This is an optimization exercise on Yosys and OpenROAD, whose aim is small area and a short achievable clock period, not a production implementation.
No functional check of the RTL was part of this run.
Power is estimated from default activity; no workload was simulated.

`design/flow/design.v`:
```
module mxu_pe_mac_lo (
    input wire [7:0] w,
    input wire one0, two0, neg0,
    input wire one1, two1, neg1,
    input wire nn,   
    input wire [12:0] ps,
    output wire [12:0] lo,
    output wire t
);
  wire [8:0] sel0;
  assign sel0[0] = one0 & w[0];
  assign sel0[1] = (one0 & w[1]) | (two0 & w[0]);
  assign sel0[2] = (one0 & w[2]) | (two0 & w[1]);
  assign sel0[3] = (one0 & w[3]) | (two0 & w[2]);
  assign sel0[4] = (one0 & w[4]) | (two0 & w[3]);
  assign sel0[5] = (one0 & w[5]) | (two0 & w[4]);
  assign sel0[6] = (one0 & w[6]) | (two0 & w[5]);
  assign sel0[7] = (one0 & w[7]) | (two0 & w[6]);
  assign sel0[8] = (one0 & w[7]) | (two0 & w[7]);
  wire [8:0] sel1;
  assign sel1[0] = one1 & w[0];
  assign sel1[1] = (one1 & w[1]) | (two1 & w[0]);
  assign sel1[2] = (one1 & w[2]) | (two1 & w[1]);
  assign sel1[3] = (one1 & w[3]) | (two1 & w[2]);
  assign sel1[4] = (one1 & w[4]) | (two1 & w[3]);
  assign sel1[5] = (one1 & w[5]) | (two1 & w[4]);
  assign sel1[6] = (one1 & w[6]) | (two1 & w[5]);
  assign sel1[7] = (one1 & w[7]) | (two1 & w[6]);
  assign sel1[8] = (one1 & w[7]) | (two1 & w[7]);
  wire ly1;
  mxu_pe_hx u_ly1 (.a(ps[2]), .b(neg1), .x(ly1));
  wire ly2;
  mxu_pe_hx u_ly2 (.a(ly1), .b(neg0), .x(ly2));
  wire ly3;
  mxu_pe_hx u_ly3 (.a(sel0[2]), .b(ly2), .x(ly3));
  wire ly4;
  mxu_pe_hx u_ly4 (.a(sel0[2]), .b(neg0), .x(ly4));
  wire lc5;
  mxu_pe_maj u_lc5 (.a(ps[2]), .b(neg1), .c(ly4), .y(lc5));
  wire ly6;
  mxu_pe_hx u_ly6 (.a(ps[3]), .b(nn), .x(ly6));
  wire ly7;
  mxu_pe_hx u_ly7 (.a(sel0[3]), .b(sel1[1]), .x(ly7));
  wire ly8;
  mxu_pe_hx u_ly8 (.a(ly7), .b(ly6), .x(ly8));
  wire ly9;
  mxu_pe_hx u_ly9 (.a(sel0[3]), .b(neg0), .x(ly9));
  wire ly10;
  mxu_pe_hx u_ly10 (.a(sel1[1]), .b(neg1), .x(ly10));
  wire lc11;
  mxu_pe_maj u_lc11 (.a(ps[3]), .b(ly9), .c(ly10), .y(lc11));
  wire ly12;
  mxu_pe_hx u_ly12 (.a(ps[4]), .b(nn), .x(ly12));
  wire ly13;
  mxu_pe_hx u_ly13 (.a(sel0[4]), .b(sel1[2]), .x(ly13));
  wire ly14;
  mxu_pe_hx u_ly14 (.a(ly13), .b(ly12), .x(ly14));
  wire ly15;
  mxu_pe_hx u_ly15 (.a(sel0[4]), .b(neg0), .x(ly15));
  wire ly16;
  mxu_pe_hx u_ly16 (.a(sel1[2]), .b(neg1), .x(ly16));
  wire lc17;
  mxu_pe_maj u_lc17 (.a(ps[4]), .b(ly15), .c(ly16), .y(lc17));
  wire ly18;
  mxu_pe_hx u_ly18 (.a(ps[5]), .b(nn), .x(ly18));
  wire ly19;
  mxu_pe_hx u_ly19 (.a(sel0[5]), .b(sel1[3]), .x(ly19));
  wire ly20;
  mxu_pe_hx u_ly20 (.a(ly19), .b(ly18), .x(ly20));
  wire ly21;
  mxu_pe_hx u_ly21 (.a(sel0[5]), .b(neg0), .x(ly21));
  wire ly22;
  mxu_pe_hx u_ly22 (.a(sel1[3]), .b(neg1), .x(ly22));
  wire lc23;
  mxu_pe_maj u_lc23 (.a(ps[5]), .b(ly21), .c(ly22), .y(lc23));
  wire ly24;
  mxu_pe_hx u_ly24 (.a(ps[6]), .b(nn), .x(ly24));
  wire ly25;
  mxu_pe_hx u_ly25 (.a(sel0[6]), .b(sel1[4]), .x(ly25));
  wire ly26;
  mxu_pe_hx u_ly26 (.a(ly25), .b(ly24), .x(ly26));
  wire ly27;
  mxu_pe_hx u_ly27 (.a(sel0[6]), .b(neg0), .x(ly27));
  wire ly28;
  mxu_pe_hx u_ly28 (.a(sel1[4]), .b(neg1), .x(ly28));
  wire lc29;
  mxu_pe_maj u_lc29 (.a(ps[6]), .b(ly27), .c(ly28), .y(lc29));
  wire ly30;
  mxu_pe_hx u_ly30 (.a(ps[7]), .b(nn), .x(ly30));
  wire ly31;
  mxu_pe_hx u_ly31 (.a(sel0[7]), .b(sel1[5]), .x(ly31));
  wire ly32;
  mxu_pe_hx u_ly32 (.a(ly31), .b(ly30), .x(ly32));
  wire ly33;
  mxu_pe_hx u_ly33 (.a(sel0[7]), .b(neg0), .x(ly33));
  wire ly34;
  mxu_pe_hx u_ly34 (.a(sel1[5]), .b(neg1), .x(ly34));
  wire lc35;
  mxu_pe_maj u_lc35 (.a(ps[7]), .b(ly33), .c(ly34), .y(lc35));
  wire ly36;
  mxu_pe_hx u_ly36 (.a(~ps[8]), .b(~nn), .x(ly36));
  wire ly37;
  mxu_pe_hx u_ly37 (.a(sel0[8]), .b(sel1[6]), .x(ly37));
  wire ly38;
  mxu_pe_hx u_ly38 (.a(ly37), .b(ly36), .x(ly38));
  wire ly39;
  mxu_pe_hx u_ly39 (.a(sel0[8]), .b(~neg0), .x(ly39));
  wire ly40;
  mxu_pe_hx u_ly40 (.a(sel1[6]), .b(neg1), .x(ly40));
  wire lc41;
  mxu_pe_maj u_lc41 (.a(~ps[8]), .b(ly39), .c(ly40), .y(lc41));
  wire ly42;
  mxu_pe_hx u_ly42 (.a(~ps[9]), .b(ps[8]), .x(ly42));
  wire ly43;
  mxu_pe_hx u_ly43 (.a(ly42), .b(neg1), .x(ly43));
  wire ly44;
  mxu_pe_hx u_ly44 (.a(sel1[7]), .b(ly43), .x(ly44));
  wire ly45;
  mxu_pe_hx u_ly45 (.a(sel1[7]), .b(neg1), .x(ly45));
  wire lc46;
  mxu_pe_maj u_lc46 (.a(~ps[9]), .b(ps[8]), .c(ly45), .y(lc46));
  wire ly47;
  mxu_pe_hx u_ly47 (.a(ps[10]), .b(ps[9]), .x(ly47));
  wire ly48;
  mxu_pe_hx u_ly48 (.a(ly47), .b(~neg1), .x(ly48));
  wire ly49;
  mxu_pe_hx u_ly49 (.a(sel1[8]), .b(ly48), .x(ly49));
  wire ly50;
  mxu_pe_hx u_ly50 (.a(sel1[8]), .b(~neg1), .x(ly50));
  wire lc51;
  mxu_pe_maj u_lc51 (.a(ps[10]), .b(ps[9]), .c(ly50), .y(lc51));
  wire ly52;
  mxu_pe_hx u_ly52 (.a(sel0[0]), .b(neg0), .x(ly52));
  wire ly53;
  mxu_pe_hx u_ly53 (.a(sel0[1]), .b(neg0), .x(ly53));
  wire ly54;
  mxu_pe_hx u_ly54 (.a(sel1[0]), .b(neg1), .x(ly54));
  wire [12:0] ra = {ps[12], ~ps[11], ly49, ly44, ly38, ly32, ly26, ly20, ly14, ly8, ly3, ps[1], ps[0]};
  wire [12:0] rb = {ps[11], lc51, lc46, lc41, lc35, lc29, lc23, lc17, lc11, lc5, ly54, ly53, ly52};
  mxu_pe_add13 add (.a(ra), .b(rb), .cin(neg0), .sum(lo), .cout(t));
endmodule
module mxu_pe_mac_hi (
    input wire [7:0] w,
    input wire one2, two2, neg2,
    input wire one3, two3, neg3,
    input wire nn,   
    input wire [23:0] x,
    input wire t,
    output wire [23:0] result
);
  wire [8:0] sel2;
  assign sel2[0] = one2 & w[0];
  assign sel2[1] = (one2 & w[1]) | (two2 & w[0]);
  assign sel2[2] = (one2 & w[2]) | (two2 & w[1]);
  assign sel2[3] = (one2 & w[3]) | (two2 & w[2]);
  assign sel2[4] = (one2 & w[4]) | (two2 & w[3]);
  assign sel2[5] = (one2 & w[5]) | (two2 & w[4]);
  assign sel2[6] = (one2 & w[6]) | (two2 & w[5]);
  assign sel2[7] = (one2 & w[7]) | (two2 & w[6]);
  assign sel2[8] = (one2 & w[7]) | (two2 & w[7]);
  wire [8:0] sel3;
  assign sel3[0] = one3 & w[0];
  assign sel3[1] = (one3 & w[1]) | (two3 & w[0]);
  assign sel3[2] = (one3 & w[2]) | (two3 & w[1]);
  assign sel3[3] = (one3 & w[3]) | (two3 & w[2]);
  assign sel3[4] = (one3 & w[4]) | (two3 & w[3]);
  assign sel3[5] = (one3 & w[5]) | (two3 & w[4]);
  assign sel3[6] = (one3 & w[6]) | (two3 & w[5]);
  assign sel3[7] = (one3 & w[7]) | (two3 & w[6]);
  assign sel3[8] = (one3 & w[7]) | (two3 & w[7]);
  wire hy1;
  mxu_pe_hx u_hy1 (.a(x[6]), .b(neg3), .x(hy1));
  wire hy2;
  mxu_pe_hx u_hy2 (.a(hy1), .b(neg2), .x(hy2));
  wire hy3;
  mxu_pe_hx u_hy3 (.a(sel2[2]), .b(hy2), .x(hy3));
  wire hy4;
  mxu_pe_hx u_hy4 (.a(sel2[2]), .b(neg2), .x(hy4));
  wire hc5;
  mxu_pe_maj u_hc5 (.a(x[6]), .b(neg3), .c(hy4), .y(hc5));
  wire hy6;
  mxu_pe_hx u_hy6 (.a(x[7]), .b(nn), .x(hy6));
  wire hy7;
  mxu_pe_hx u_hy7 (.a(sel2[3]), .b(sel3[1]), .x(hy7));
  wire hy8;
  mxu_pe_hx u_hy8 (.a(hy7), .b(hy6), .x(hy8));
  wire hy9;
  mxu_pe_hx u_hy9 (.a(sel2[3]), .b(neg2), .x(hy9));
  wire hy10;
  mxu_pe_hx u_hy10 (.a(sel3[1]), .b(neg3), .x(hy10));
  wire hc11;
  mxu_pe_maj u_hc11 (.a(x[7]), .b(hy9), .c(hy10), .y(hc11));
  wire hy12;
  mxu_pe_hx u_hy12 (.a(x[8]), .b(nn), .x(hy12));
  wire hy13;
  mxu_pe_hx u_hy13 (.a(sel2[4]), .b(sel3[2]), .x(hy13));
  wire hy14;
  mxu_pe_hx u_hy14 (.a(hy13), .b(hy12), .x(hy14));
  wire hy15;
  mxu_pe_hx u_hy15 (.a(sel2[4]), .b(neg2), .x(hy15));
  wire hy16;
  mxu_pe_hx u_hy16 (.a(sel3[2]), .b(neg3), .x(hy16));
  wire hc17;
  mxu_pe_maj u_hc17 (.a(x[8]), .b(hy15), .c(hy16), .y(hc17));
  wire hy18;
  mxu_pe_hx u_hy18 (.a(x[9]), .b(nn), .x(hy18));
  wire hy19;
  mxu_pe_hx u_hy19 (.a(sel2[5]), .b(sel3[3]), .x(hy19));
  wire hy20;
  mxu_pe_hx u_hy20 (.a(hy19), .b(hy18), .x(hy20));
  wire hy21;
  mxu_pe_hx u_hy21 (.a(sel2[5]), .b(neg2), .x(hy21));
  wire hy22;
  mxu_pe_hx u_hy22 (.a(sel3[3]), .b(neg3), .x(hy22));
  wire hc23;
  mxu_pe_maj u_hc23 (.a(x[9]), .b(hy21), .c(hy22), .y(hc23));
  wire hy24;
  mxu_pe_hx u_hy24 (.a(x[10]), .b(nn), .x(hy24));
  wire hy25;
  mxu_pe_hx u_hy25 (.a(sel2[6]), .b(sel3[4]), .x(hy25));
  wire hy26;
  mxu_pe_hx u_hy26 (.a(hy25), .b(hy24), .x(hy26));
  wire hy27;
  mxu_pe_hx u_hy27 (.a(sel2[6]), .b(neg2), .x(hy27));
  wire hy28;
  mxu_pe_hx u_hy28 (.a(sel3[4]), .b(neg3), .x(hy28));
  wire hc29;
  mxu_pe_maj u_hc29 (.a(x[10]), .b(hy27), .c(hy28), .y(hc29));
  wire hy30;
  mxu_pe_hx u_hy30 (.a(x[11]), .b(nn), .x(hy30));
  wire hy31;
  mxu_pe_hx u_hy31 (.a(sel2[7]), .b(sel3[5]), .x(hy31));
  wire hy32;
  mxu_pe_hx u_hy32 (.a(hy31), .b(hy30), .x(hy32));
  wire hy33;
  mxu_pe_hx u_hy33 (.a(sel2[7]), .b(neg2), .x(hy33));
  wire hy34;
  mxu_pe_hx u_hy34 (.a(sel3[5]), .b(neg3), .x(hy34));
  wire hc35;
  mxu_pe_maj u_hc35 (.a(x[11]), .b(hy33), .c(hy34), .y(hc35));
  wire hy36;
  mxu_pe_hx u_hy36 (.a(x[12]), .b(~nn), .x(hy36));
  wire hy37;
  mxu_pe_hx u_hy37 (.a(sel2[8]), .b(sel3[6]), .x(hy37));
  wire hy38;
  mxu_pe_hx u_hy38 (.a(hy37), .b(hy36), .x(hy38));
  wire hy39;
  mxu_pe_hx u_hy39 (.a(sel2[8]), .b(~neg2), .x(hy39));
  wire hy40;
  mxu_pe_hx u_hy40 (.a(sel3[6]), .b(neg3), .x(hy40));
  wire hc41;
  mxu_pe_maj u_hc41 (.a(x[12]), .b(hy39), .c(hy40), .y(hc41));
  wire hy42;
  mxu_pe_hx u_hy42 (.a(~x[13]), .b(t), .x(hy42));
  wire hy43;
  mxu_pe_hx u_hy43 (.a(hy42), .b(neg3), .x(hy43));
  wire hy44;
  mxu_pe_hx u_hy44 (.a(sel3[7]), .b(hy43), .x(hy44));
  wire hy45;
  mxu_pe_hx u_hy45 (.a(sel3[7]), .b(neg3), .x(hy45));
  wire hc46;
  mxu_pe_maj u_hc46 (.a(~x[13]), .b(t), .c(hy45), .y(hc46));
  wire hy47;
  mxu_pe_hx u_hy47 (.a(x[14]), .b(x[13]), .x(hy47));
  wire hy48;
  mxu_pe_hx u_hy48 (.a(hy47), .b(~neg3), .x(hy48));
  wire hy49;
  mxu_pe_hx u_hy49 (.a(sel3[8]), .b(hy48), .x(hy49));
  wire hy50;
  mxu_pe_hx u_hy50 (.a(sel3[8]), .b(~neg3), .x(hy50));
  wire hc51;
  mxu_pe_maj u_hc51 (.a(x[14]), .b(x[13]), .c(hy50), .y(hc51));
  wire hy52;
  mxu_pe_hx u_hy52 (.a(sel2[0]), .b(neg2), .x(hy52));
  wire hy53;
  mxu_pe_hx u_hy53 (.a(sel2[1]), .b(neg2), .x(hy53));
  wire hy54;
  mxu_pe_hx u_hy54 (.a(sel3[0]), .b(neg3), .x(hy54));
  wire [19:0] ra = {~x[23], ~x[22], ~x[21], ~x[20], ~x[19], ~x[18], ~x[17], ~x[16], ~x[15], hy49, hy44, hy38, hy32, hy26, hy20, hy14, hy8, hy3, x[5], x[4]};
  wire [19:0] rb = {x[22], x[21], x[20], x[19], x[18], x[17], x[16], x[15], hc51, hc46, hc41, hc35, hc29, hc23, hc17, hc11, hc5, hy54, hy53, hy52};
  wire [19:0] sum;
  wire c_unused;
  mxu_pe_add20 add (.a(ra), .b(rb), .cin(neg2), .sum(sum), .cout(c_unused));
  assign result = {sum, x[3:0]};
endmodule
module mxu_pe_add13 (
    input wire [12:0] a,
    input wire [12:0] b,
    input wire cin,
    output wire [12:0] sum,
    output wire cout
);
  wire [12:0] x;
  wire gn0_1, pn0_1;
  mxu_pe_pg0 u_pg0 (.a(a[0]), .b(b[0]), .gn(gn0_1), .pn(pn0_1));
  mxu_pe_hx u_x0 (.a(a[0]), .b(b[0]), .x(x[0]));
  wire gn0_2, pn0_2;
  mxu_pe_pg0 u_pg1 (.a(a[1]), .b(b[1]), .gn(gn0_2), .pn(pn0_2));
  mxu_pe_hx u_x1 (.a(a[1]), .b(b[1]), .x(x[1]));
  wire gn0_3, pn0_3;
  mxu_pe_pg0 u_pg2 (.a(a[2]), .b(b[2]), .gn(gn0_3), .pn(pn0_3));
  mxu_pe_hx u_x2 (.a(a[2]), .b(b[2]), .x(x[2]));
  wire gn0_4, pn0_4;
  mxu_pe_pg0 u_pg3 (.a(a[3]), .b(b[3]), .gn(gn0_4), .pn(pn0_4));
  mxu_pe_hx u_x3 (.a(a[3]), .b(b[3]), .x(x[3]));
  wire gn0_5, pn0_5;
  mxu_pe_pg0 u_pg4 (.a(a[4]), .b(b[4]), .gn(gn0_5), .pn(pn0_5));
  mxu_pe_hx u_x4 (.a(a[4]), .b(b[4]), .x(x[4]));
  wire gn0_6, pn0_6;
  mxu_pe_pg0 u_pg5 (.a(a[5]), .b(b[5]), .gn(gn0_6), .pn(pn0_6));
  mxu_pe_hx u_x5 (.a(a[5]), .b(b[5]), .x(x[5]));
  wire gn0_7, pn0_7;
  mxu_pe_pg0 u_pg6 (.a(a[6]), .b(b[6]), .gn(gn0_7), .pn(pn0_7));
  mxu_pe_hx u_x6 (.a(a[6]), .b(b[6]), .x(x[6]));
  wire gn0_8, pn0_8;
  mxu_pe_pg0 u_pg7 (.a(a[7]), .b(b[7]), .gn(gn0_8), .pn(pn0_8));
  mxu_pe_hx u_x7 (.a(a[7]), .b(b[7]), .x(x[7]));
  wire gn0_9, pn0_9;
  mxu_pe_pg0 u_pg8 (.a(a[8]), .b(b[8]), .gn(gn0_9), .pn(pn0_9));
  mxu_pe_hx u_x8 (.a(a[8]), .b(b[8]), .x(x[8]));
  wire gn0_10, pn0_10;
  mxu_pe_pg0 u_pg9 (.a(a[9]), .b(b[9]), .gn(gn0_10), .pn(pn0_10));
  mxu_pe_hx u_x9 (.a(a[9]), .b(b[9]), .x(x[9]));
  wire gn0_11, pn0_11;
  mxu_pe_pg0 u_pg10 (.a(a[10]), .b(b[10]), .gn(gn0_11), .pn(pn0_11));
  mxu_pe_hx u_x10 (.a(a[10]), .b(b[10]), .x(x[10]));
  wire gn0_12, pn0_12;
  mxu_pe_pg0 u_pg11 (.a(a[11]), .b(b[11]), .gn(gn0_12), .pn(pn0_12));
  mxu_pe_hx u_x11 (.a(a[11]), .b(b[11]), .x(x[11]));
  wire gn0_13, pn0_13;
  mxu_pe_pg0 u_pg12 (.a(a[12]), .b(b[12]), .gn(gn0_13), .pn(pn0_13));
  mxu_pe_hx u_x12 (.a(a[12]), .b(b[12]), .x(x[12]));
  wire cinn = ~cin;
  wire g1_0 = ~cinn;
  wire g1_1;
  mxu_pe_gi u_n1_1 (.gnh(gn0_1), .pnh(pn0_1), .gnl(cinn), .g(g1_1));
  wire g1_2 = ~gn0_2;
  wire p1_2 = ~pn0_2;
  wire g1_3, p1_3;
  mxu_pe_gpi u_n1_3 (.gnh(gn0_3), .pnh(pn0_3), .gnl(gn0_2), .pnl(pn0_2), .g(g1_3), .p(p1_3));
  wire g1_4 = ~gn0_4;
  wire p1_4 = ~pn0_4;
  wire g1_5, p1_5;
  mxu_pe_gpi u_n1_5 (.gnh(gn0_5), .pnh(pn0_5), .gnl(gn0_4), .pnl(pn0_4), .g(g1_5), .p(p1_5));
  wire g1_6 = ~gn0_6;
  wire p1_6 = ~pn0_6;
  wire g1_7, p1_7;
  mxu_pe_gpi u_n1_7 (.gnh(gn0_7), .pnh(pn0_7), .gnl(gn0_6), .pnl(pn0_6), .g(g1_7), .p(p1_7));
  wire g1_8 = ~gn0_8;
  wire p1_8 = ~pn0_8;
  wire g1_9, p1_9;
  mxu_pe_gpi u_n1_9 (.gnh(gn0_9), .pnh(pn0_9), .gnl(gn0_8), .pnl(pn0_8), .g(g1_9), .p(p1_9));
  wire g1_10 = ~gn0_10;
  wire p1_10 = ~pn0_10;
  wire g1_11, p1_11;
  mxu_pe_gpi u_n1_11 (.gnh(gn0_11), .pnh(pn0_11), .gnl(gn0_10), .pnl(pn0_10), .g(g1_11), .p(p1_11));
  wire g1_12 = ~gn0_12;
  wire p1_12 = ~pn0_12;
  wire g1_13, p1_13;
  mxu_pe_gpi u_n1_13 (.gnh(gn0_13), .pnh(pn0_13), .gnl(gn0_12), .pnl(pn0_12), .g(g1_13), .p(p1_13));
  wire g2_0 = ~g1_0;
  wire g2_1 = ~g1_1;
  wire g2_2;
  mxu_pe_gt u_n2_2 (.gh(g1_2), .ph(p1_2), .gl(g1_1), .gn(g2_2));
  wire g2_3;
  mxu_pe_gt u_n2_3 (.gh(g1_3), .ph(p1_3), .gl(g1_1), .gn(g2_3));
  wire g2_4 = ~g1_4;
  wire p2_4 = ~p1_4;
  wire g2_5 = ~g1_5;
  wire p2_5 = ~p1_5;
  wire g2_6, p2_6;
  mxu_pe_gpt u_n2_6 (.gh(g1_6), .ph(p1_6), .gl(g1_5), .pl(p1_5), .gn(g2_6), .pn(p2_6));
  wire g2_7, p2_7;
  mxu_pe_gpt u_n2_7 (.gh(g1_7), .ph(p1_7), .gl(g1_5), .pl(p1_5), .gn(g2_7), .pn(p2_7));
  wire g2_8 = ~g1_8;
  wire p2_8 = ~p1_8;
  wire g2_9 = ~g1_9;
  wire p2_9 = ~p1_9;
  wire g2_10, p2_10;
  mxu_pe_gpt u_n2_10 (.gh(g1_10), .ph(p1_10), .gl(g1_9), .pl(p1_9), .gn(g2_10), .pn(p2_10));
  wire g2_11, p2_11;
  mxu_pe_gpt u_n2_11 (.gh(g1_11), .ph(p1_11), .gl(g1_9), .pl(p1_9), .gn(g2_11), .pn(p2_11));
  wire g2_12 = ~g1_12;
  wire p2_12 = ~p1_12;
  wire g2_13 = ~g1_13;
  wire p2_13 = ~p1_13;
  wire g3_0 = ~g2_0;
  wire g3_1 = ~g2_1;
  wire g3_2 = ~g2_2;
  wire g3_3 = ~g2_3;
  wire g3_4;
  mxu_pe_gi u_n3_4 (.gnh(g2_4), .pnh(p2_4), .gnl(g2_3), .g(g3_4));
  wire g3_5;
  mxu_pe_gi u_n3_5 (.gnh(g2_5), .pnh(p2_5), .gnl(g2_3), .g(g3_5));
  wire g3_6;
  mxu_pe_gi u_n3_6 (.gnh(g2_6), .pnh(p2_6), .gnl(g2_3), .g(g3_6));
  wire g3_7;
  mxu_pe_gi u_n3_7 (.gnh(g2_7), .pnh(p2_7), .gnl(g2_3), .g(g3_7));
  wire g3_8 = ~g2_8;
  wire p3_8 = ~p2_8;
  wire g3_9 = ~g2_9;
  wire p3_9 = ~p2_9;
  wire g3_10 = ~g2_10;
  wire p3_10 = ~p2_10;
  wire g3_11 = ~g2_11;
  wire p3_11 = ~p2_11;
  wire g3_12, p3_12;
  mxu_pe_gpi u_n3_12 (.gnh(g2_12), .pnh(p2_12), .gnl(g2_11), .pnl(p2_11), .g(g3_12), .p(p3_12));
  wire g3_13, p3_13;
  mxu_pe_gpi u_n3_13 (.gnh(g2_13), .pnh(p2_13), .gnl(g2_11), .pnl(p2_11), .g(g3_13), .p(p3_13));
  wire g4_0 = ~g3_0;
  wire g4_1 = ~g3_1;
  wire g4_2 = ~g3_2;
  wire g4_3 = ~g3_3;
  wire g4_4 = ~g3_4;
  wire g4_5 = ~g3_5;
  wire g4_6 = ~g3_6;
  wire g4_7 = ~g3_7;
  wire g4_8;
  mxu_pe_gt u_n4_8 (.gh(g3_8), .ph(p3_8), .gl(g3_7), .gn(g4_8));
  wire g4_9;
  mxu_pe_gt u_n4_9 (.gh(g3_9), .ph(p3_9), .gl(g3_7), .gn(g4_9));
  wire g4_10;
  mxu_pe_gt u_n4_10 (.gh(g3_10), .ph(p3_10), .gl(g3_7), .gn(g4_10));
  wire g4_11;
  mxu_pe_gt u_n4_11 (.gh(g3_11), .ph(p3_11), .gl(g3_7), .gn(g4_11));
  wire g4_12;
  mxu_pe_gt u_n4_12 (.gh(g3_12), .ph(p3_12), .gl(g3_7), .gn(g4_12));
  wire g4_13;
  mxu_pe_gt u_n4_13 (.gh(g3_13), .ph(p3_13), .gl(g3_7), .gn(g4_13));
  assign sum[0] = ~(x[0] ^ g4_0);
  assign sum[1] = ~(x[1] ^ g4_1);
  assign sum[2] = ~(x[2] ^ g4_2);
  assign sum[3] = ~(x[3] ^ g4_3);
  assign sum[4] = ~(x[4] ^ g4_4);
  assign sum[5] = ~(x[5] ^ g4_5);
  assign sum[6] = ~(x[6] ^ g4_6);
  assign sum[7] = ~(x[7] ^ g4_7);
  assign sum[8] = ~(x[8] ^ g4_8);
  assign sum[9] = ~(x[9] ^ g4_9);
  assign sum[10] = ~(x[10] ^ g4_10);
  assign sum[11] = ~(x[11] ^ g4_11);
  assign sum[12] = ~(x[12] ^ g4_12);
  assign cout = ~g4_13;
endmodule
module mxu_pe_add20 (
    input wire [19:0] a,
    input wire [19:0] b,
    input wire cin,
    output wire [19:0] sum,
    output wire cout
);
  wire [19:0] x;
  wire gn0_1, pn0_1;
  mxu_pe_pg0 u_pg0 (.a(a[0]), .b(b[0]), .gn(gn0_1), .pn(pn0_1));
  mxu_pe_hx u_x0 (.a(a[0]), .b(b[0]), .x(x[0]));
  wire gn0_2, pn0_2;
  mxu_pe_pg0 u_pg1 (.a(a[1]), .b(b[1]), .gn(gn0_2), .pn(pn0_2));
  mxu_pe_hx u_x1 (.a(a[1]), .b(b[1]), .x(x[1]));
  wire gn0_3, pn0_3;
  mxu_pe_pg0 u_pg2 (.a(a[2]), .b(b[2]), .gn(gn0_3), .pn(pn0_3));
  mxu_pe_hx u_x2 (.a(a[2]), .b(b[2]), .x(x[2]));
  wire gn0_4, pn0_4;
  mxu_pe_pg0 u_pg3 (.a(a[3]), .b(b[3]), .gn(gn0_4), .pn(pn0_4));
  mxu_pe_hx u_x3 (.a(a[3]), .b(b[3]), .x(x[3]));
  wire gn0_5, pn0_5;
  mxu_pe_pg0 u_pg4 (.a(a[4]), .b(b[4]), .gn(gn0_5), .pn(pn0_5));
  mxu_pe_hx u_x4 (.a(a[4]), .b(b[4]), .x(x[4]));
  wire gn0_6, pn0_6;
  mxu_pe_pg0 u_pg5 (.a(a[5]), .b(b[5]), .gn(gn0_6), .pn(pn0_6));
  mxu_pe_hx u_x5 (.a(a[5]), .b(b[5]), .x(x[5]));
  wire gn0_7, pn0_7;
  mxu_pe_pg0 u_pg6 (.a(a[6]), .b(b[6]), .gn(gn0_7), .pn(pn0_7));
  mxu_pe_hx u_x6 (.a(a[6]), .b(b[6]), .x(x[6]));
  wire gn0_8, pn0_8;
  mxu_pe_pg0 u_pg7 (.a(a[7]), .b(b[7]), .gn(gn0_8), .pn(pn0_8));
  mxu_pe_hx u_x7 (.a(a[7]), .b(b[7]), .x(x[7]));
  wire gn0_9, pn0_9;
  mxu_pe_pg0 u_pg8 (.a(a[8]), .b(b[8]), .gn(gn0_9), .pn(pn0_9));
  mxu_pe_hx u_x8 (.a(a[8]), .b(b[8]), .x(x[8]));
  wire gn0_10, pn0_10;
  mxu_pe_pg0 u_pg9 (.a(a[9]), .b(b[9]), .gn(gn0_10), .pn(pn0_10));
  mxu_pe_hx u_x9 (.a(a[9]), .b(b[9]), .x(x[9]));
  wire gn0_11, pn0_11;
  mxu_pe_pg0 u_pg10 (.a(a[10]), .b(b[10]), .gn(gn0_11), .pn(pn0_11));
  mxu_pe_hx u_x10 (.a(a[10]), .b(b[10]), .x(x[10]));
  wire gn0_12, pn0_12;
  mxu_pe_pg0 u_pg11 (.a(a[11]), .b(b[11]), .gn(gn0_12), .pn(pn0_12));
  mxu_pe_hx u_x11 (.a(a[11]), .b(b[11]), .x(x[11]));
  wire gn0_13, pn0_13;
  mxu_pe_pg0 u_pg12 (.a(a[12]), .b(b[12]), .gn(gn0_13), .pn(pn0_13));
  mxu_pe_hx u_x12 (.a(a[12]), .b(b[12]), .x(x[12]));
  wire gn0_14, pn0_14;
  mxu_pe_pg0 u_pg13 (.a(a[13]), .b(b[13]), .gn(gn0_14), .pn(pn0_14));
  mxu_pe_hx u_x13 (.a(a[13]), .b(b[13]), .x(x[13]));
  wire gn0_15, pn0_15;
  mxu_pe_pg0 u_pg14 (.a(a[14]), .b(b[14]), .gn(gn0_15), .pn(pn0_15));
  mxu_pe_hx u_x14 (.a(a[14]), .b(b[14]), .x(x[14]));
  wire gn0_16, pn0_16;
  mxu_pe_pg0 u_pg15 (.a(a[15]), .b(b[15]), .gn(gn0_16), .pn(pn0_16));
  mxu_pe_hx u_x15 (.a(a[15]), .b(b[15]), .x(x[15]));
  wire gn0_17, pn0_17;
  mxu_pe_pg0 u_pg16 (.a(a[16]), .b(b[16]), .gn(gn0_17), .pn(pn0_17));
  mxu_pe_hx u_x16 (.a(a[16]), .b(b[16]), .x(x[16]));
  wire gn0_18, pn0_18;
  mxu_pe_pg0 u_pg17 (.a(a[17]), .b(b[17]), .gn(gn0_18), .pn(pn0_18));
  mxu_pe_hx u_x17 (.a(a[17]), .b(b[17]), .x(x[17]));
  wire gn0_19, pn0_19;
  mxu_pe_pg0 u_pg18 (.a(a[18]), .b(b[18]), .gn(gn0_19), .pn(pn0_19));
  mxu_pe_hx u_x18 (.a(a[18]), .b(b[18]), .x(x[18]));
  wire gn0_20, pn0_20;
  mxu_pe_pg0 u_pg19 (.a(a[19]), .b(b[19]), .gn(gn0_20), .pn(pn0_20));
  mxu_pe_hx u_x19 (.a(a[19]), .b(b[19]), .x(x[19]));
  wire cinn = ~cin;
  wire g1_0 = ~cinn;
  wire g1_1;
  mxu_pe_gi u_n1_1 (.gnh(gn0_1), .pnh(pn0_1), .gnl(cinn), .g(g1_1));
  wire g1_2 = ~gn0_2;
  wire p1_2 = ~pn0_2;
  wire g1_3, p1_3;
  mxu_pe_gpi u_n1_3 (.gnh(gn0_3), .pnh(pn0_3), .gnl(gn0_2), .pnl(pn0_2), .g(g1_3), .p(p1_3));
  wire g1_4 = ~gn0_4;
  wire p1_4 = ~pn0_4;
  wire g1_5, p1_5;
  mxu_pe_gpi u_n1_5 (.gnh(gn0_5), .pnh(pn0_5), .gnl(gn0_4), .pnl(pn0_4), .g(g1_5), .p(p1_5));
  wire g1_6 = ~gn0_6;
  wire p1_6 = ~pn0_6;
  wire g1_7, p1_7;
  mxu_pe_gpi u_n1_7 (.gnh(gn0_7), .pnh(pn0_7), .gnl(gn0_6), .pnl(pn0_6), .g(g1_7), .p(p1_7));
  wire g1_8 = ~gn0_8;
  wire p1_8 = ~pn0_8;
  wire g1_9, p1_9;
  mxu_pe_gpi u_n1_9 (.gnh(gn0_9), .pnh(pn0_9), .gnl(gn0_8), .pnl(pn0_8), .g(g1_9), .p(p1_9));
  wire g1_10 = ~gn0_10;
  wire p1_10 = ~pn0_10;
  wire g1_11, p1_11;
  mxu_pe_gpi u_n1_11 (.gnh(gn0_11), .pnh(pn0_11), .gnl(gn0_10), .pnl(pn0_10), .g(g1_11), .p(p1_11));
  wire g1_12 = ~gn0_12;
  wire p1_12 = ~pn0_12;
  wire g1_13, p1_13;
  mxu_pe_gpi u_n1_13 (.gnh(gn0_13), .pnh(pn0_13), .gnl(gn0_12), .pnl(pn0_12), .g(g1_13), .p(p1_13));
  wire g1_14 = ~gn0_14;
  wire p1_14 = ~pn0_14;
  wire g1_15, p1_15;
  mxu_pe_gpi u_n1_15 (.gnh(gn0_15), .pnh(pn0_15), .gnl(gn0_14), .pnl(pn0_14), .g(g1_15), .p(p1_15));
  wire g1_16 = ~gn0_16;
  wire p1_16 = ~pn0_16;
  wire g1_17, p1_17;
  mxu_pe_gpi u_n1_17 (.gnh(gn0_17), .pnh(pn0_17), .gnl(gn0_16), .pnl(pn0_16), .g(g1_17), .p(p1_17));
  wire g1_18 = ~gn0_18;
  wire p1_18 = ~pn0_18;
  wire g1_19, p1_19;
  mxu_pe_gpi u_n1_19 (.gnh(gn0_19), .pnh(pn0_19), .gnl(gn0_18), .pnl(pn0_18), .g(g1_19), .p(p1_19));
  wire g1_20 = ~gn0_20;
  wire p1_20 = ~pn0_20;
  wire g2_0 = ~g1_0;
  wire g2_1 = ~g1_1;
  wire g2_2;
  mxu_pe_gt u_n2_2 (.gh(g1_2), .ph(p1_2), .gl(g1_1), .gn(g2_2));
  wire g2_3;
  mxu_pe_gt u_n2_3 (.gh(g1_3), .ph(p1_3), .gl(g1_1), .gn(g2_3));
  wire g2_4 = ~g1_4;
  wire p2_4 = ~p1_4;
  wire g2_5 = ~g1_5;
  wire p2_5 = ~p1_5;
  wire g2_6, p2_6;
  mxu_pe_gpt u_n2_6 (.gh(g1_6), .ph(p1_6), .gl(g1_5), .pl(p1_5), .gn(g2_6), .pn(p2_6));
  wire g2_7, p2_7;
  mxu_pe_gpt u_n2_7 (.gh(g1_7), .ph(p1_7), .gl(g1_5), .pl(p1_5), .gn(g2_7), .pn(p2_7));
  wire g2_8 = ~g1_8;
  wire p2_8 = ~p1_8;
  wire g2_9 = ~g1_9;
  wire p2_9 = ~p1_9;
  wire g2_10, p2_10;
  mxu_pe_gpt u_n2_10 (.gh(g1_10), .ph(p1_10), .gl(g1_9), .pl(p1_9), .gn(g2_10), .pn(p2_10));
  wire g2_11, p2_11;
  mxu_pe_gpt u_n2_11 (.gh(g1_11), .ph(p1_11), .gl(g1_9), .pl(p1_9), .gn(g2_11), .pn(p2_11));
  wire g2_12 = ~g1_12;
  wire p2_12 = ~p1_12;
  wire g2_13 = ~g1_13;
  wire p2_13 = ~p1_13;
  wire g2_14, p2_14;
  mxu_pe_gpt u_n2_14 (.gh(g1_14), .ph(p1_14), .gl(g1_13), .pl(p1_13), .gn(g2_14), .pn(p2_14));
  wire g2_15, p2_15;
  mxu_pe_gpt u_n2_15 (.gh(g1_15), .ph(p1_15), .gl(g1_13), .pl(p1_13), .gn(g2_15), .pn(p2_15));
  wire g2_16 = ~g1_16;
  wire p2_16 = ~p1_16;
  wire g2_17 = ~g1_17;
  wire p2_17 = ~p1_17;
  wire g2_18, p2_18;
  mxu_pe_gpt u_n2_18 (.gh(g1_18), .ph(p1_18), .gl(g1_17), .pl(p1_17), .gn(g2_18), .pn(p2_18));
  wire g2_19, p2_19;
  mxu_pe_gpt u_n2_19 (.gh(g1_19), .ph(p1_19), .gl(g1_17), .pl(p1_17), .gn(g2_19), .pn(p2_19));
  wire g2_20 = ~g1_20;
  wire p2_20 = ~p1_20;
  wire g3_0 = ~g2_0;
  wire g3_1 = ~g2_1;
  wire g3_2 = ~g2_2;
  wire g3_3 = ~g2_3;
  wire g3_4;
  mxu_pe_gi u_n3_4 (.gnh(g2_4), .pnh(p2_4), .gnl(g2_3), .g(g3_4));
  wire g3_5;
  mxu_pe_gi u_n3_5 (.gnh(g2_5), .pnh(p2_5), .gnl(g2_3), .g(g3_5));
  wire g3_6;
  mxu_pe_gi u_n3_6 (.gnh(g2_6), .pnh(p2_6), .gnl(g2_3), .g(g3_6));
  wire g3_7;
  mxu_pe_gi u_n3_7 (.gnh(g2_7), .pnh(p2_7), .gnl(g2_3), .g(g3_7));
  wire g3_8 = ~g2_8;
  wire p3_8 = ~p2_8;
  wire g3_9 = ~g2_9;
  wire p3_9 = ~p2_9;
  wire g3_10 = ~g2_10;
  wire p3_10 = ~p2_10;
  wire g3_11 = ~g2_11;
  wire p3_11 = ~p2_11;
  wire g3_12, p3_12;
  mxu_pe_gpi u_n3_12 (.gnh(g2_12), .pnh(p2_12), .gnl(g2_11), .pnl(p2_11), .g(g3_12), .p(p3_12));
  wire g3_13, p3_13;
  mxu_pe_gpi u_n3_13 (.gnh(g2_13), .pnh(p2_13), .gnl(g2_11), .pnl(p2_11), .g(g3_13), .p(p3_13));
  wire g3_14, p3_14;
  mxu_pe_gpi u_n3_14 (.gnh(g2_14), .pnh(p2_14), .gnl(g2_11), .pnl(p2_11), .g(g3_14), .p(p3_14));
  wire g3_15, p3_15;
  mxu_pe_gpi u_n3_15 (.gnh(g2_15), .pnh(p2_15), .gnl(g2_11), .pnl(p2_11), .g(g3_15), .p(p3_15));
  wire g3_16 = ~g2_16;
  wire p3_16 = ~p2_16;
  wire g3_17 = ~g2_17;
  wire p3_17 = ~p2_17;
  wire g3_18 = ~g2_18;
  wire p3_18 = ~p2_18;
  wire g3_19 = ~g2_19;
  wire p3_19 = ~p2_19;
  wire g3_20, p3_20;
  mxu_pe_gpi u_n3_20 (.gnh(g2_20), .pnh(p2_20), .gnl(g2_19), .pnl(p2_19), .g(g3_20), .p(p3_20));
  wire g4_0 = ~g3_0;
  wire g4_1 = ~g3_1;
  wire g4_2 = ~g3_2;
  wire g4_3 = ~g3_3;
  wire g4_4 = ~g3_4;
  wire g4_5 = ~g3_5;
  wire g4_6 = ~g3_6;
  wire g4_7 = ~g3_7;
  wire g4_8;
  mxu_pe_gt u_n4_8 (.gh(g3_8), .ph(p3_8), .gl(g3_7), .gn(g4_8));
  wire g4_9;
  mxu_pe_gt u_n4_9 (.gh(g3_9), .ph(p3_9), .gl(g3_7), .gn(g4_9));
  wire g4_10;
  mxu_pe_gt u_n4_10 (.gh(g3_10), .ph(p3_10), .gl(g3_7), .gn(g4_10));
  wire g4_11;
  mxu_pe_gt u_n4_11 (.gh(g3_11), .ph(p3_11), .gl(g3_7), .gn(g4_11));
  wire g4_12;
  mxu_pe_gt u_n4_12 (.gh(g3_12), .ph(p3_12), .gl(g3_7), .gn(g4_12));
  wire g4_13;
  mxu_pe_gt u_n4_13 (.gh(g3_13), .ph(p3_13), .gl(g3_7), .gn(g4_13));
  wire g4_14;
  mxu_pe_gt u_n4_14 (.gh(g3_14), .ph(p3_14), .gl(g3_7), .gn(g4_14));
  wire g4_15;
  mxu_pe_gt u_n4_15 (.gh(g3_15), .ph(p3_15), .gl(g3_7), .gn(g4_15));
  wire g4_16 = ~g3_16;
  wire p4_16 = ~p3_16;
  wire g4_17 = ~g3_17;
  wire p4_17 = ~p3_17;
  wire g4_18 = ~g3_18;
  wire p4_18 = ~p3_18;
  wire g4_19 = ~g3_19;
  wire p4_19 = ~p3_19;
  wire g4_20 = ~g3_20;
  wire p4_20 = ~p3_20;
  wire g5_0 = ~g4_0;
  wire g5_1 = ~g4_1;
  wire g5_2 = ~g4_2;
  wire g5_3 = ~g4_3;
  wire g5_4 = ~g4_4;
  wire g5_5 = ~g4_5;
  wire g5_6 = ~g4_6;
  wire g5_7 = ~g4_7;
  wire g5_8 = ~g4_8;
  wire g5_9 = ~g4_9;
  wire g5_10 = ~g4_10;
  wire g5_11 = ~g4_11;
  wire g5_12 = ~g4_12;
  wire g5_13 = ~g4_13;
  wire g5_14 = ~g4_14;
  wire g5_15 = ~g4_15;
  wire g5_16;
  mxu_pe_gi u_n5_16 (.gnh(g4_16), .pnh(p4_16), .gnl(g4_15), .g(g5_16));
  wire g5_17;
  mxu_pe_gi u_n5_17 (.gnh(g4_17), .pnh(p4_17), .gnl(g4_15), .g(g5_17));
  wire g5_18;
  mxu_pe_gi u_n5_18 (.gnh(g4_18), .pnh(p4_18), .gnl(g4_15), .g(g5_18));
  wire g5_19;
  mxu_pe_gi u_n5_19 (.gnh(g4_19), .pnh(p4_19), .gnl(g4_15), .g(g5_19));
  wire g5_20;
  mxu_pe_gi u_n5_20 (.gnh(g4_20), .pnh(p4_20), .gnl(g4_15), .g(g5_20));
  assign sum[0] = x[0] ^ g5_0;
  assign sum[1] = x[1] ^ g5_1;
  assign sum[2] = x[2] ^ g5_2;
  assign sum[3] = x[3] ^ g5_3;
  assign sum[4] = x[4] ^ g5_4;
  assign sum[5] = x[5] ^ g5_5;
  assign sum[6] = x[6] ^ g5_6;
  assign sum[7] = x[7] ^ g5_7;
  assign sum[8] = x[8] ^ g5_8;
  assign sum[9] = x[9] ^ g5_9;
  assign sum[10] = x[10] ^ g5_10;
  assign sum[11] = x[11] ^ g5_11;
  assign sum[12] = x[12] ^ g5_12;
  assign sum[13] = x[13] ^ g5_13;
  assign sum[14] = x[14] ^ g5_14;
  assign sum[15] = x[15] ^ g5_15;
  assign sum[16] = x[16] ^ g5_16;
  assign sum[17] = x[17] ^ g5_17;
  assign sum[18] = x[18] ^ g5_18;
  assign sum[19] = x[19] ^ g5_19;
  assign cout = g5_20;
endmodule
module mxu_pe_hipre (input wire [8:0] xh, input wire c, output wire [8:0] sel0,
                     output wire [8:0] sel1);
  wire [8:0] xh_m1 = xh - 9'd1;
  wire [8:0] xh_p1 = xh + 9'd1;
  assign sel0 = c ? xh : xh_m1;
  assign sel1 = c ? xh_p1 : xh;
endmodule
module mxu_pe_mux9 (input wire [8:0] sel0, input wire [8:0] sel1, input wire s,
                    output wire [8:0] y);
  assign y = s ? sel1 : sel0;
endmodule
module mxu_pe_pg0 (input wire a, input wire b, output wire gn, output wire pn);
  assign gn = ~(a & b);
  assign pn = ~(a | b);
endmodule
module mxu_pe_maj (input wire a, input wire b, input wire c, output wire y);
  assign y = (a & b) | (a & c) | (b & c);
endmodule
module mxu_pe_hx (input wire a, input wire b, output wire x);
  assign x = a ^ b;
endmodule
module mxu_pe_gpt (input wire gh, input wire ph, input wire gl, input wire pl,
                   output wire gn, output wire pn);
  assign gn = ~(gh | (ph & gl));
  assign pn = ~(ph & pl);
endmodule
module mxu_pe_gpi (input wire gnh, input wire pnh, input wire gnl, input wire pnl,
                   output wire g, output wire p);
  assign g = ~(gnh & (pnh | gnl));
  assign p = ~(pnh | pnl);
endmodule
module mxu_pe_gt (input wire gh, input wire ph, input wire gl, output wire gn);
  assign gn = ~(gh | (ph & gl));
endmodule
module mxu_pe_gi (input wire gnh, input wire pnh, input wire gnl, output wire g);
  assign g = ~(gnh & (pnh | gnl));
endmodule
module mxu_pe #(
    parameter Y_INDEX = 0   
) (
    input wire clk,
    input wire rst_n,
    input wire load_phase,
    input wire [7:0] load_weight_target_y,
    input wire [7:0] load_weight,
    input wire [7:0] activation,
    input wire [23:0] partial_sum,
    output reg [23:0] result,
    output reg phase_out,
    output reg [7:0] load_weight_target_y_out,
    output reg [7:0] weight_out,
    output reg [7:0] activation_out_bw
);
  reg ld1, ld2;
  reg [7:0] ty1, ty2;
  reg [7:0] lw1, lw2;
  reg [7:0] act1, act2, act3, act4;
  reg two0_1, one1_1, two1_1;   
  reg one2_2, two2_2, one3_2, two3_2;   
  reg nn_1, nn_2;   
  reg [23:0] ps1;
  reg [23:0] mac2;
  reg mac2_t;
  reg [7:0] w_cur, w_old, w_nx1, w_nx2;
  wire hit2 = ld2 && (ty2 == Y_INDEX);
  wire [12:0] lo1;
  wire t1;
  wire [23:0] x2 = {mac2[23:13], ~mac2[12], mac2[11:0]};
  wire [23:0] sum2;
  mxu_pe_mac_lo mac_lo (
      .w(w_cur),
      .one0(act1[0]),
      .two0(two0_1),
      .neg0(act1[1]),
      .one1(one1_1),
      .two1(two1_1),
      .neg1(act1[3]),
      .nn(nn_1),
      .ps(ps1[12:0]),
      .lo(lo1),
      .t(t1)
  );
  mxu_pe_mac_hi mac_hi (
      .w(w_old),
      .one2(one2_2),
      .two2(two2_2),
      .neg2(act2[5]),
      .one3(one3_2),
      .two3(two3_2),
      .neg3(act2[7]),
      .nn(nn_2),
      .x(x2),
      .t(mac2_t),
      .result(sum2)
  );
  always @(posedge clk or negedge rst_n) begin
    if (!rst_n) begin
      ld1 <= 1'b0;
      ty1 <= 8'b0;
      lw1 <= 8'b0;
      ld2 <= 1'b0;
      ty2 <= 8'b0;
      lw2 <= 8'b0;
      phase_out <= 1'b0;
      load_weight_target_y_out <= 8'b0;
      weight_out <= 8'b0;
      act1 <= 8'b0;
      act2 <= 8'b0;
      act3 <= 8'b0;
      act4 <= 8'b0;
      activation_out_bw <= 8'b0;
      two0_1 <= 1'b0;
      one1_1 <= 1'b0;
      two1_1 <= 1'b0;
      one2_2 <= 1'b0;
      two2_2 <= 1'b0;
      one3_2 <= 1'b0;
      two3_2 <= 1'b0;
      nn_1 <= 1'b0;
      nn_2 <= 1'b0;
      ps1 <= 24'b0;
      mac2 <= 24'b0;
      mac2_t <= 1'b0;
      result <= 24'b0;
      w_cur <= 8'b0;
      w_old <= 8'b0;
      w_nx1 <= 8'b0;
      w_nx2 <= 8'b0;
    end else begin
      ld1 <= load_phase;
      ty1 <= load_weight_target_y;
      lw1 <= load_weight;
      ld2 <= ld1;
      ty2 <= ty1;
      lw2 <= lw1;
      phase_out <= ld2;
      load_weight_target_y_out <= ty2;
      weight_out <= lw2;
      act1 <= activation;
      act2 <= act1;
      act3 <= act2;
      act4 <= act3;
      activation_out_bw <= act4;
      two0_1 <= activation[1] & ~activation[0];
      one1_1 <= activation[2] ^ activation[1];
      two1_1 <= (activation[3] ^ activation[2]) & ~(activation[2] ^ activation[1]);
      one2_2 <= act1[4] ^ act1[3];
      two2_2 <= (act1[5] ^ act1[4]) & ~(act1[4] ^ act1[3]);
      one3_2 <= act1[6] ^ act1[5];
      two3_2 <= (act1[7] ^ act1[6]) & ~(act1[6] ^ act1[5]);
      nn_1 <= activation[1] ^ activation[3];
      nn_2 <= act1[5] ^ act1[7];
      ps1 <= partial_sum;
      mac2 <= {ps1[23:13], ~lo1[12], lo1[11:0]};
      mac2_t <= t1;
      result <= sum2;
      w_nx2 <= hit2 ? lw2 : w_old;
      w_nx1 <= w_nx2;
      w_cur <= w_nx1;
      w_old <= w_cur;
    end
  end
endmodule
```
`design/flow/flow/run.sh`:
```
#!/bin/bash
# Standard ORFS layout with smaller port buffers and a clock tree without dummy loads.
set -euo pipefail
export BUFFER_PORTS_ARGS="-buffer_cell sky130_fd_sc_hd__buf_1"
export CTS_ARGS="-sink_clustering_enable -sink_clustering_size 30 -sink_clustering_max_diameter 80 -repair_clock_nets -dont_use_dummy_load -buf_list {sky130_fd_sc_hd__clkbuf_16}"
bash standard.sh > standard_flow.log 2>&1
```
`design/flow/standard.sh`:
```
#!/bin/bash
# synth_recipe.tcl (not shown) runs the flow's synth.tcl, then flattens the netlist and writes it again
# the make line also repeats each setting of config.mk as NAME=value (left out here)
make -C /OpenROAD-flow-scripts/flow DESIGN_CONFIG=/design/flow/config.mk WORK_HOME=/design/flow/orfs CLKGATE_MAP_FILE= SYNTH_SCRIPT=/design/flow/synth_recipe.tcl "${@:-finish}"
```
`design/flow/config.mk`:
```
export PLATFORM = sky130hd
export DESIGN_NAME = mxu_pe
export DESIGN_NICKNAME = mxu_pe
export VERILOG_FILES = /design/flow/design.v
export SDC_FILE = /design/flow/constraint.sdc
export NUM_CORES = 4
export LEC_CHECK = 0
export CAP_MARGIN = 20
export CORE_MARGIN = 2
export CORE_UTILIZATION = 60
export SETUP_SLACK_MARGIN = 3.6
export SLEW_MARGIN = 20
export SYNTH_HIERARCHICAL = 1
```
`design/flow/constraint.sdc`:
```
create_clock -name core_clock -period 6.2 [get_ports {clk}]
set_input_delay 1.2400 -clock core_clock [delete_from_list [all_inputs] [get_ports {clk}]]
set_output_delay 1.2400 -clock core_clock [all_outputs]
set_load 0.01 [all_outputs]
```
==> flow_summary.yaml <==
clocking:
  clk_pin_slew_ps: 100
  cts_hold_buf: 0
  clock_latency_ps: 460
  clockBufferDepth: 3
  cts_root_buf: "clkbuf_16"
  cts_buffers: 11
  clock-sinks: 205
  cts_max_level: 1
  tritoncts: "done"
synth:
  netlist_area_mm2: 0.00845
  syn_inst: 679
  synth_nets: 730
  synth_area_per_cell_um2: 12.4
  yosys_warnings: 7
setup_path:
  reg2regPathDepth: 10
  max_stage_delay_ps: 560
  start_kind: "flop"
  path_cells: "xor2_2, xor2_1, xor2_1, nor2_1, nor2_1, a21oi_4, o21ai_4, buf_4, a21oi_2, xnor2_1"
  rr_startpoint: "act2[7]"
  cp_max_fo: 10
  rr_endpoint: "result[14]"
  cp-end-kind: "flop"
  critPathArrivalTime_ps: 2840
  crit_required_ps: 6520
  critical_path_class: "reg2reg"
  reg2reg_slack_ps: 3680
  cp_slowest_cell: "dfrtp_4"
detailed_routing:
  route.vias.total: 4838
  drcViolationCount: 0
  ant_nets: 0
  totalWireLength_mm: 14.0
  via_per_inst: 4.95
  initialDrtViolationCount: 214
  drtPass1Iterations: 6
  avgRoutedWirePerCell_um: 14.3
finish:
  syn_to_final_growth_pct: 12.5
  final_nets: 851
  nFillCells: 1015
  antenna_cells: 0
  ff_latch_area_mm2: 0.00515
  multi_input_area_mm2: 0.00308
  drive_above_1_share_pct: 17.2
  fin_area_mm2: 0.00950
power_and_ir_drop:
  p_comb_share_pct: 29.4
  pwr-share-clk_pct: 21.4
  swShare_pct: 31.3
  peakVddDrop_v: 0.000283
  power.share.sequential_pct: 49.1
  internal_power_mw: 2.21
  powerDensity_mw_per_mm2: 338
  p_leak_nw: 4.54
  switching_power_mw: 1.01
global_route:
  grt_pass1_wl_mm: 23.1
  grt_max_degree: 125
  overflow: 0
  grt_pass1_vias: 4767
  grt_usage_pct: 19.6
  antenna_found_initial: 0
min_path:
  hp-start: "act3[2]"
  min_path_cells: 0
  min_path_type: "reg2reg"
  hold_end: "act4[2]"
sta:
  worst_slew_pin_slew_ps: 860
  tns_ps: 0
  hold_viol_final: 0
  layout_min_cycle_time_ps: 2520
  fmax_ghz: 0.397
  setup_viol: 0
  finalCritPeriodShare_pct: 40.6
  finalMaxSlewViolations: 0
  rsz0062_at_grt: "no"
  clock-skew-final_ps: 25.3
  relSlewSlack_pct: 42.6
status:
  outcome: "timing/DRC/antenna clean"
placed_design:
  hpwl_mm: 10.2
  place.gp.congestion: 0.784
  port_buffers: 99
  postPlaceCellArea_mm2: 0.00897
die:
  die_height_um: 123
  die_w_um: 123
  pin_count: 100
  dieArea_mm2: 0.0150
  start_util_pct: 61.1
  rows: 43
  core_area_mm2: 0.0138
job:
  maxCapViolCount: 0
## critical path, delay by kind of cell, from the launching register on
family	cells	cell delay [ps]
flip-flops	1	560
AO/OA/AOI/OAI	3	440
buffers and inverters	1	230
XOR/XNOR	4	840
AND/OR/NAND/NOR	2	310
## what timing repair did
action                     4_1_cts  5_1_grt
setup buffers                    2       17
pin swaps                        1       13
resized for setup                8       23
setup endpoints to repair       20       13
cloned                           0        0
## worst max path at each step
| stage | from | end | slack [ps] |
|---|---|---|---|
| finish | act2[7] | result[14] | 3680 |
| detailed placement | act2[7] | result[20] | 3130 |
| global route | act2[7] | result[14] | 3530 |
| global placement | act1[3] | mac2[12] | 3280 |
| floorplan | act1[3] | mac2[12] | 3630 |
| CTS | one3_2 | result[20] | 3600 |
## power groups by stage
stage	combinational (mW)	clock, mW	sequential (mW)
2_1_floorplan	0.611	0	1.62
4_1_cts	0.876	0.716	1.58
5_1_grt	1.05	0.761	1.60
6_report	0.947	0.690	1.58
3_5_place_dp	0.829	0	1.61
3_3_place_gp	0.797	0	1.60
## placed cells by master (no fill, tap or decap), drive strengths merged, types with 12 or more instances in the layout
master / count
xnor2: 17
dfrtp: 205
o21ai: 38
clkbuf: 12
a22o: 28
inv: 62
buf: 119
maj3: 18
nand2: 48
xor2: 144
a21oi: 30
nor2: 55
## stage by stage
| stage | worst slack, ps | hold slack [ps] | instances | utilization [%] | power [mW] |
|---|---|---|---|---|---|
| global placement | 3280 | 332 | 948 | 64.9 | 2.40 |
| finish | 3680 | 338 | 978 | 68.7 | 3.22 |
| global route | 3530 | 348 | 978 | 68.7 | 3.41 |
| floorplan | 3630 | 331 | 679 | - | 2.23 |
| CTS | 3600 | 345 | 961 | 67.3 | 3.18 |
| detailed placement | 3130 | 335 | 948 | 64.9 | 2.44 |
## routing by layer
metal	routed length (um)	share of wire, %	up-vias	track usage, %
li1	-	-	2377	-
met1	6050	43	2352	25.9
met2	7270	52	89	34.8
met3	424	3.0	20	2.56
met4	246	1.8	0	4.38
met5	0	0	-	0
## sequential cells by signal (all words and copies together), names as in the netlist, 8 cells and up
register,count
act3,8
load_weight_target_y_out,8
activation_out_bw,8
act4,8
act1,8
mac2,24
lw2,8
lw1,8
w_old,8
result,24
weight_out,8
ty2,8
ps1,24
ty1,8
w_nx2,8
act2,8
w_nx1,8
w_cur,8
## area by class of cell
cell class	count	share of cell area, %
clock buffers	11	2.90
flip-flops and latches	205	54.2
inverters	62	2.45
repair buffers	120	5.74
multi-input cells	400	32.4
well taps	180	2.37

-- what the ideal ports hide --
The flow's constraints put no driver on any port. The routed layout listed below was extracted and timed again, unchanged, in two steps.
Step 1 (the two cells are an assumption about what drives the block):
set clk [get_ports {clk}]
set_driving_cell -lib_cell sky130_fd_sc_hd__clkbuf_16 $clk
set_driving_cell -lib_cell sky130_fd_sc_hd__buf_2 [delete_from_list [all_inputs] $clk]
Step 2 also shifts input and output timing later by t, the mid clock arrival at the registers, as if the neighbouring blocks saw the same clock.
Slacks: ideal / step 1 / step 2; pairs: ideal / step 1.
shift t [ns]: 0.484
slack for setup (ns): 3.680 / 3.680 / 3.655
worst data-port slew with drivers (ns): 0.04
After both steps setup and hold are still met in this run. For this run, drivers alone change the setup slack by 0.000 ns; drivers and shift together by -0.025 ns. The worst setup slack also covers recovery checks on asynchronous resets.
